From an optimization exercise on the open Yosys and OpenROAD flow, aimed at small area; shortcuts taken in it are not production practice. Function was checked by simulation only, so behaviour that the tests miss may differ from the original. The clock port is modelled as an ideal driver, which makes a skipped or thinned clock tree look cheaper than it is; a real chip needs a root buffer or a tree.

==> inputs of 03-14 <==
==> flow/design.v <==
`timescale 1ns / 1ps
module basic_uart_transmitter(
    input                   clk,
    input                   rst,
    input                   tx_wr_ev,
    input       [7 :0]      tx_dat,
    input       [15:0]      divisor,
    input       [1 :0]      stop_bit_num,
    input                   trans_bit_order,
    output                  tx_dat_ser,
    output                  tx_done_ev,
    output                  tx_ready
    );
    localparam P_IDLE  = 4'b0110;
    localparam P_START = 4'b0111;
    localparam P_DONE  = 4'b0000;
    localparam P_STOP1 = 4'b0001;
    reg [3 :0]  ph;
    reg [15:0]  cnt;
    reg [7 :0]  vault;
    wire idle = (ph == P_IDLE);
    wire done = (ph == P_DONE);
    wire term = (cnt == 16'd1);
    wire stop = ~ph[3] & ~idle & ~done & (ph != P_START);
    always @(posedge clk) begin
        if (idle)
            vault <= tx_dat;
        if (idle | term)
            cnt <= divisor;
        else
            cnt <= cnt - 1'b1;
    end
    always @(posedge clk or posedge rst) begin
        if (rst)
            ph <= P_IDLE;
        else if (idle) begin
            if (tx_wr_ev)
                ph <= P_START;
        end else if (done)
            ph <= P_STOP1;
        else if (term) begin
            if (stop & (ph[1:0] == stop_bit_num))
                ph <= P_IDLE;
            else
                ph <= ph + 1'b1;
        end
    end
    assign tx_ready   = idle;
    assign tx_done_ev = done;
    assign tx_dat_ser = ph[3] ? vault[ph[2:0] ^ {3{trans_bit_order}}] : (ph != P_START);
endmodule
`timescale 1ns / 1ps
module basic_uart_receiver
(
    input                        clk,
    input                        rst,
    input                        rx_dat_ser,
    input         [15:0]         divisor,
    input                        rec_bit_order,
    output reg    [7:0]          rx_dat,
    output reg                   rx_dat_ev
);
    localparam R_IDLE = 4'b0110;
    localparam R_S1   = 4'b0111;
    localparam R_T1   = 4'b0000;
    localparam R_T2   = 4'b0001;
    reg             rx_d0;
    reg             rx_d1;
    reg     [3 :0]  ph;
    reg     [15:0]  cnt;
    reg     [7 :0]  rx_bits;
    wire idle = (ph == R_IDLE);
    wire half = (ph[2:0] == 3'b000);
    wire z    = (cnt[15:2] == 14'd0);
    wire term = ph[3] ? (ph[2:0] == 3'b000 ? z & ~cnt[1]
                                           : z & ~cnt[1] & cnt[0])
                      : (ph == R_T1 ? z & (cnt[1] ^ cnt[0]) :
                         ph == R_T2 ? z & cnt[1] & ~cnt[0]
                                    : z & ~cnt[1] & cnt[0]);
    always@(posedge clk or posedge rst) begin
        if(rst) begin
            rx_d0 <= 1'b1;
            rx_d1 <= 1'b1;
        end else begin
            rx_d0 <= rx_dat_ser;
            rx_d1 <= rx_d0;
        end
    end
    always @(posedge clk) begin
        if (idle | term)
            cnt <= divisor;
        else if (half)
            cnt <= {cnt[15:1] - 1'b1, cnt[0]};
        else
            cnt <= cnt - 1'b1;
        if (ph[3] & term)
            rx_bits <= rec_bit_order ? {rx_bits[6:0], rx_d1} : {rx_d1, rx_bits[7:1]};
    end
    always @(posedge clk or posedge rst) begin
        if (rst) begin
            ph        <= R_IDLE;
            rx_dat    <= 8'b0;
            rx_dat_ev <= 1'b0;
        end else begin
            rx_dat_ev <= (ph == R_T1) & term;
            if ((ph == R_T1) & term)
                rx_dat <= rx_bits;
            if (idle) begin
                if (~rx_d1)
                    ph <= R_S1;
            end else if (term) begin
                if (ph == R_T2)
                    ph <= R_IDLE;
                else
                    ph <= ph + 1'b1;
            end
        end
    end
endmodule
`timescale 1ns / 1ps
module basic_uart_transceiver(
    input                   clk,
    input                   rst,
    input                   tx_wr_ev,
    input                   rx_dat_ser,
	input       [15:0]      divisor,      
    input       [7 :0]      tx_dat,
	input                   trans_bit_order,
	input       [1 :0]      trans_stop_bit_num,
	input                   rec_bit_order,
    output      [7 :0]      rx_dat, 
    output                  tx_dat_ser,
    output                  rx_dat_ev,
    output                  tx_done_ev,
    output                  tx_ready
    );
    basic_uart_transmitter uart_transmitter_i(
                     .clk(clk),
                     .rst(rst),
                     .tx_wr_ev(tx_wr_ev),
                     .tx_dat(tx_dat),
					 .divisor(divisor),
					 .stop_bit_num(trans_stop_bit_num),
					 .trans_bit_order(trans_bit_order),
                     .tx_dat_ser(tx_dat_ser),
                     .tx_done_ev(tx_done_ev),
                     .tx_ready(tx_ready));
    basic_uart_receiver uart_receiver_i(
                  .clk(clk),
                  .rst(rst),
                  .rx_dat_ser(rx_dat_ser),
			      .rec_bit_order(rec_bit_order),
			      .divisor(divisor),
                  .rx_dat(rx_dat), 
                  .rx_dat_ev(rx_dat_ev));
endmodule
==> flow/flow/run.sh <==
#!/bin/bash
# Own layout flow: the standard flow (standard.sh) with area-oriented knobs:
#  - synthesis: the standard flow's script, but ABC maps for area (flow/synth.tcl, flow/area.abc)
#  - port buffers: sky130_fd_sc_hd__buf_1
#  - CTS: no dummy loads, clkbuf_4 clock buffers
#  - after CTS: downsizing of cells with spare slack (flow/post_cts.tcl)
# Each tool's output goes to the ORFS logs under orfs/logs; make's to make_flow.log.
set -euo pipefail
W=$PWD
cp config.mk config_own.mk
cat >> config_own.mk <<EOC
export OWN_ABC_SCRIPT = $W/flow/area.abc
export BUFFER_PORTS_ARGS = -buffer_cell sky130_fd_sc_hd__buf_1
export CTS_ARGS = -sink_clustering_enable -repair_clock_nets -dont_use_dummy_load -buf_list {sky130_fd_sc_hd__clkbuf_4} -sink_clustering_size 25 -sink_clustering_max_diameter 100
export POST_CTS_TCL = $W/flow/post_cts.tcl
EOC
sed -e "s|DESIGN_CONFIG=[^ ]*|DESIGN_CONFIG=$W/config_own.mk|" \
    -e "s|SYNTH_SCRIPT=[^ ]*|SYNTH_SCRIPT=$W/flow/synth.tcl|" standard.sh > standard_own.sh
grep -q "SYNTH_SCRIPT=$W/flow/synth.tcl" standard_own.sh
bash standard_own.sh > make_flow.log 2>&1
==> flow/flow/area.abc <==
strash
&get -n
&st
&dch
&nf -R 1000 -p
&put
topo
==> flow/flow/post_cts.tcl <==
# Downsize cells that have slack to spare; the global-route step's repair_design
# that follows fixes any slew or capacitance this leaves.
log_cmd repair_timing -recover_power 100
==> flow/flow/synth.tcl <==
# The standard synthesis script (synth_recipe.tcl), with one change: ABC maps the
# logic with area.abc (area-oriented mapping, no buffering or upsizing) instead of
# ORFS's speed script. Registers are mapped before ABC runs, so they are unchanged.
proc synth {args} { yosys synth -nofsm -noshare {*}$args }
proc abc {args} {
  set i [lsearch $args -script]
  if { $i >= 0 } { lset args [expr {$i+1}] $::env(OWN_ABC_SCRIPT) }
  yosys abc {*}$args
}
source $::env(SCRIPTS_DIR)/synth.tcl
# left out here: clear keep_hierarchy, flatten, clean up, hide names made inside functions, write 1_2_yosys.v
==> flow/standard.sh <==
#!/bin/bash
# synth_recipe.tcl (not shown) runs the flow's synth.tcl, then flattens the netlist and writes it again
# the make line also repeats each setting of config.mk as NAME=value (left out here)
make -C /OpenROAD-flow-scripts/flow DESIGN_CONFIG=/design/flow/config.mk WORK_HOME=/design/flow/orfs CLKGATE_MAP_FILE= SYNTH_SCRIPT=/design/flow/synth_recipe.tcl "${@:-finish}"
==> flow/config.mk <==
export PLATFORM = sky130hd
export DESIGN_NAME = basic_uart_transceiver
export DESIGN_NICKNAME = basic_uart_transceiver
export VERILOG_FILES = /design/flow/design.v
export SDC_FILE = /design/flow/constraint.sdc
export NUM_CORES = 4
export LEC_CHECK = 0
export CAP_MARGIN = 20
export CORE_MARGIN = 2
export CORE_UTILIZATION = 40
export SLEW_MARGIN = 20
==> flow/constraint.sdc <==
create_clock -name core_clock -period 6.0 [get_ports {clk}]
set_input_delay 1.2000 -clock core_clock [delete_from_list [all_inputs] [get_ports {clk}]]
set_output_delay 1.2000 -clock core_clock [all_outputs]
set_load 0.01 [all_outputs]
==> 04-09: changes against 03-14 <==
--- a/flow/design.v
+++ b/flow/design.v
@@ -20,7 +20,7 @@
     reg [7 :0]  vault;
     wire idle = (ph == P_IDLE);
     wire done = (ph == P_DONE);
-    wire term = (cnt == 16'd1);
+    wire term = (cnt[15:1] == 15'd0);
     wire stop = ~ph[3] & ~idle & ~done & (ph != P_START);
     always @(posedge clk) begin
         if (idle)
@@ -72,11 +72,10 @@
     wire idle = (ph == R_IDLE);
     wire half = (ph[2:0] == 3'b000);
     wire z    = (cnt[15:2] == 14'd0);
-    wire term = ph[3] ? (ph[2:0] == 3'b000 ? z & ~cnt[1]
-                                           : z & ~cnt[1] & cnt[0])
+    wire term = ph[3] ? z & ~cnt[1]
                       : (ph == R_T1 ? z & (cnt[1] ^ cnt[0]) :
                          ph == R_T2 ? z & cnt[1] & ~cnt[0]
-                                    : z & ~cnt[1] & cnt[0]);
+                                    : z & ~cnt[1]);
     always@(posedge clk or posedge rst) begin
         if(rst) begin
             rx_d0 <= 1'b1;
==> flow/flow/run.sh (replaced) <==
#!/bin/bash
# Own layout flow: the standard flow (standard.sh) with area-oriented knobs:
#  - synthesis: the standard flow's script, but ABC maps for area (flow/synth.tcl, flow/area.abc)
#  - port buffers: sky130_fd_sc_hd__buf_1
#  - CTS: a one-level tree of 4 clkbuf_8 cells built by flow/pre_cts.tcl
#  - after CTS: downsizing of cells with spare slack (flow/post_cts.tcl)
# Each tool's output goes to the ORFS logs under orfs/logs; make's to make_flow.log.
set -euo pipefail
W=$PWD
cp config.mk config_own.mk
cat >> config_own.mk <<EOC
export OWN_ABC_SCRIPT = $W/flow/area.abc
export BUFFER_PORTS_ARGS = -buffer_cell sky130_fd_sc_hd__buf_1
export OWN_FLOW_DIR = $W/flow
export PRE_CTS_TCL = $W/flow/pre_cts.tcl
export POST_CTS_TCL = $W/flow/post_cts.tcl
export GPL_TIMING_DRIVEN = 0
EOC
sed -e "s|DESIGN_CONFIG=[^ ]*|DESIGN_CONFIG=$W/config_own.mk|" \
    -e "s|SYNTH_SCRIPT=[^ ]*|SYNTH_SCRIPT=$W/flow/synth.tcl|" standard.sh > standard_own.sh
grep -q "SYNTH_SCRIPT=$W/flow/synth.tcl" standard_own.sh
bash standard_own.sh > make_flow.log 2>&1
==> flow/flow/area.abc (replaced) <==
strash
&get -n
&deepsyn -J 20 -T 300
&st
&dch -f
&nf -R 1000 -p -C 32 -F 10 -A 10
&put
topo
==> flow/flow/manual_cts.tcl (new file) <==
# Manual clock tree: the clock port drives k clkbuf cells (k <= 4) directly, each
# driving one group of flip-flops. Groups are equal-sized, made by recursive
# bisection at the median of the longer side of each group's bounding box.
proc mct_split { items k } {
  # items: list of {x y idx}; returns k groups of near-equal size
  if { $k <= 1 } { return [list $items] }
  set xs [lmap p $items {lindex $p 0}]
  set ys [lmap p $items {lindex $p 1}]
  set dx [expr {[tcl::mathfunc::max {*}$xs] - [tcl::mathfunc::min {*}$xs]}]
  set dy [expr {[tcl::mathfunc::max {*}$ys] - [tcl::mathfunc::min {*}$ys]}]
  set key [expr {$dx >= $dy ? 0 : 1}]
  set sorted [lsort -real -index $key $items]
  set k1 [expr {$k / 2}]
  set h [expr {([llength $sorted] * $k1 + $k / 2) / $k}]
  return [concat [mct_split [lrange $sorted 0 [expr {$h-1}]] $k1] \
                 [mct_split [lrange $sorted $h end] [expr {$k - $k1}]]]
}

proc manual_clock_tree { {k 4} {cell sky130_fd_sc_hd__clkbuf_4} } {
  set block [ord::get_db_block]
  set clk [$block findNet clk]
  set master [[ord::get_db] findMaster $cell]
  set sinks [$clk getITerms]
  set items {}
  set i 0
  foreach it $sinks {
    set b [[$it getInst] getBBox]
    lappend items [list [expr {([$b xMin]+[$b xMax])/2.0}] [expr {([$b yMin]+[$b yMax])/2.0}] $i]
    incr i
  }
  set j 0
  foreach grp [mct_split $items $k] {
    set sx 0; set sy 0
    foreach p $grp { set sx [expr {$sx+[lindex $p 0]}]; set sy [expr {$sy+[lindex $p 1]}] }
    set n [llength $grp]
    set inst [odb::dbInst_create $block $master "clkbuf_leaf_$j"]
    $inst setLocation [expr {int($sx/$n)}] [expr {int($sy/$n)}]
    $inst setPlacementStatus PLACED
    set net [odb::dbNet_create $block "clknet_leaf_$j"]
    $net setSigType CLOCK
    [$inst findITerm A] connect $clk
    [$inst findITerm X] connect $net
    foreach p $grp {
      set it [lindex $sinks [lindex $p 2]]
      $it disconnect
      $it connect $net
    }
    puts "manual_clock_tree: clkbuf_leaf_$j ($cell) drives $n sinks"
    incr j
  }
  $clk setSigType CLOCK
}
==> flow/flow/pre_cts.tcl (new file) <==
# Replace TritonCTS with a one-level clock tree: the clock port drives 4
# clkbuf_8 cells, each feeding an equal-sized group of nearby flip-flops
# (flow/manual_cts.tcl). The rest of ORFS's CTS step (legalisation, timing
# repair) runs unchanged.
source $::env(OWN_FLOW_DIR)/manual_cts.tcl
proc clock_tree_synthesis { args } {
  manual_clock_tree 4 sky130_fd_sc_hd__clkbuf_8
  set_propagated_clock [all_clocks]
}
--- a/flow/config.mk
+++ b/flow/config.mk
@@ -5,7 +5,7 @@
 export SDC_FILE = /design/flow/constraint.sdc
 export NUM_CORES = 4
 export LEC_CHECK = 0
-export CAP_MARGIN = 20
+export CAP_MARGIN = 0
 export CORE_MARGIN = 2
 export CORE_UTILIZATION = 40
-export SLEW_MARGIN = 20
+export SLEW_MARGIN = 0
==> 06-07: changes against 03-14 <==
--- a/flow/design.v
+++ b/flow/design.v
@@ -94,7 +94,7 @@
         else
             cnt <= cnt - 1'b1;
         if (ph[3] & term)
-            rx_bits <= rec_bit_order ? {rx_bits[6:0], rx_d1} : {rx_d1, rx_bits[7:1]};
+            rx_bits[ph[2:0] ^ {3{rec_bit_order}}] <= rx_d1;
     end
     always @(posedge clk or posedge rst) begin
         if (rst) begin
==> flow/flow/run.sh (replaced) <==
#!/bin/bash
# Own layout flow: the standard flow (standard.sh) with area-oriented knobs:
#  - synthesis: the standard flow's script, but ABC maps for area (flow/synth.tcl, flow/area.abc)
#  - port buffers: sky130_fd_sc_hd__buf_1
#  - CTS: no dummy loads, small clock buffers
#  - after CTS: downsizing of cells with spare slack (flow/post_cts.tcl)
# Each tool's output goes to the ORFS logs under orfs/logs; make's to make_flow.log.
set -euo pipefail
W=$PWD
cp config.mk config_own.mk
cat >> config_own.mk <<EOC
export OWN_ABC_SCRIPT = $W/flow/area.abc
export BUFFER_PORTS_ARGS = -buffer_cell sky130_fd_sc_hd__buf_1
export CTS_ARGS = -sink_clustering_enable -repair_clock_nets -dont_use_dummy_load -buf_list {sky130_fd_sc_hd__clkbuf_4} -root_buf sky130_fd_sc_hd__clkbuf_8
export POST_CTS_TCL = $W/flow/post_cts.tcl
EOC
sed -e "s|DESIGN_CONFIG=[^ ]*|DESIGN_CONFIG=$W/config_own.mk|" \
    -e "s|SYNTH_SCRIPT=[^ ]*|SYNTH_SCRIPT=$W/flow/synth.tcl|" standard.sh > standard_own.sh
grep -q "SYNTH_SCRIPT=$W/flow/synth.tcl" standard_own.sh
bash standard_own.sh > make_flow.log 2>&1
--- a/flow/config.mk
+++ b/flow/config.mk
@@ -7,5 +7,5 @@
 export LEC_CHECK = 0
 export CAP_MARGIN = 20
 export CORE_MARGIN = 2
-export CORE_UTILIZATION = 40
+export CORE_UTILIZATION = 70
 export SLEW_MARGIN = 20
==> comparison <==
Maximum frequency, highest first: 04-09, 06-07, 03-14. Wire length: 04-09 is lower than 03-14 (4.1%). Against 03-14, the critical path depth of 06-07 is higher by 1. Hold slack, lowest first: 06-07, 04-09, 03-14. The lowest sequential share of layout area belongs to 06-07, the highest to 04-09. Via count: 06-07 > 03-14 > 04-09.
The clock cells of 04-09 come from the design's own scripts or RTL, not from TritonCTS.

[static timing again, ports no longer ideal]
No port has a modelled driver above. Below, the same layouts with a new extraction and two added sets of constraints. Step 1 sets driving cells, clkbuf_16 on the clock port and buf_2 on the other inputs (assumed; they add their load-dependent delay and slew). Step 2 moves the port delays by t, midway between the first and last clock arrival at a register: inputs arrive t later, outputs are due t later. That takes back most of the time a late clock gives input paths. Slacks: ideal ports / drivers / drivers and shift; pairs: ideal ports / drivers.
| run | t, ns | slack for setup (ns) | worst setup path after step 2 |
|---|---|---|---|
| 03-14 | 0.420 | 2.096 / 2.076 / 2.076 | input to output |
| 04-09 | 0.215 | 2.329 / 2.307 / 2.307 | input to output |
| 06-07 | 0.370 | 2.101 / 2.080 / 2.080 | input to output |
After both steps every run listed still meets setup and hold. The setup slack of 04-09, which loses most, moves by -0.022 ns with the drivers and by -0.022 ns with both steps.
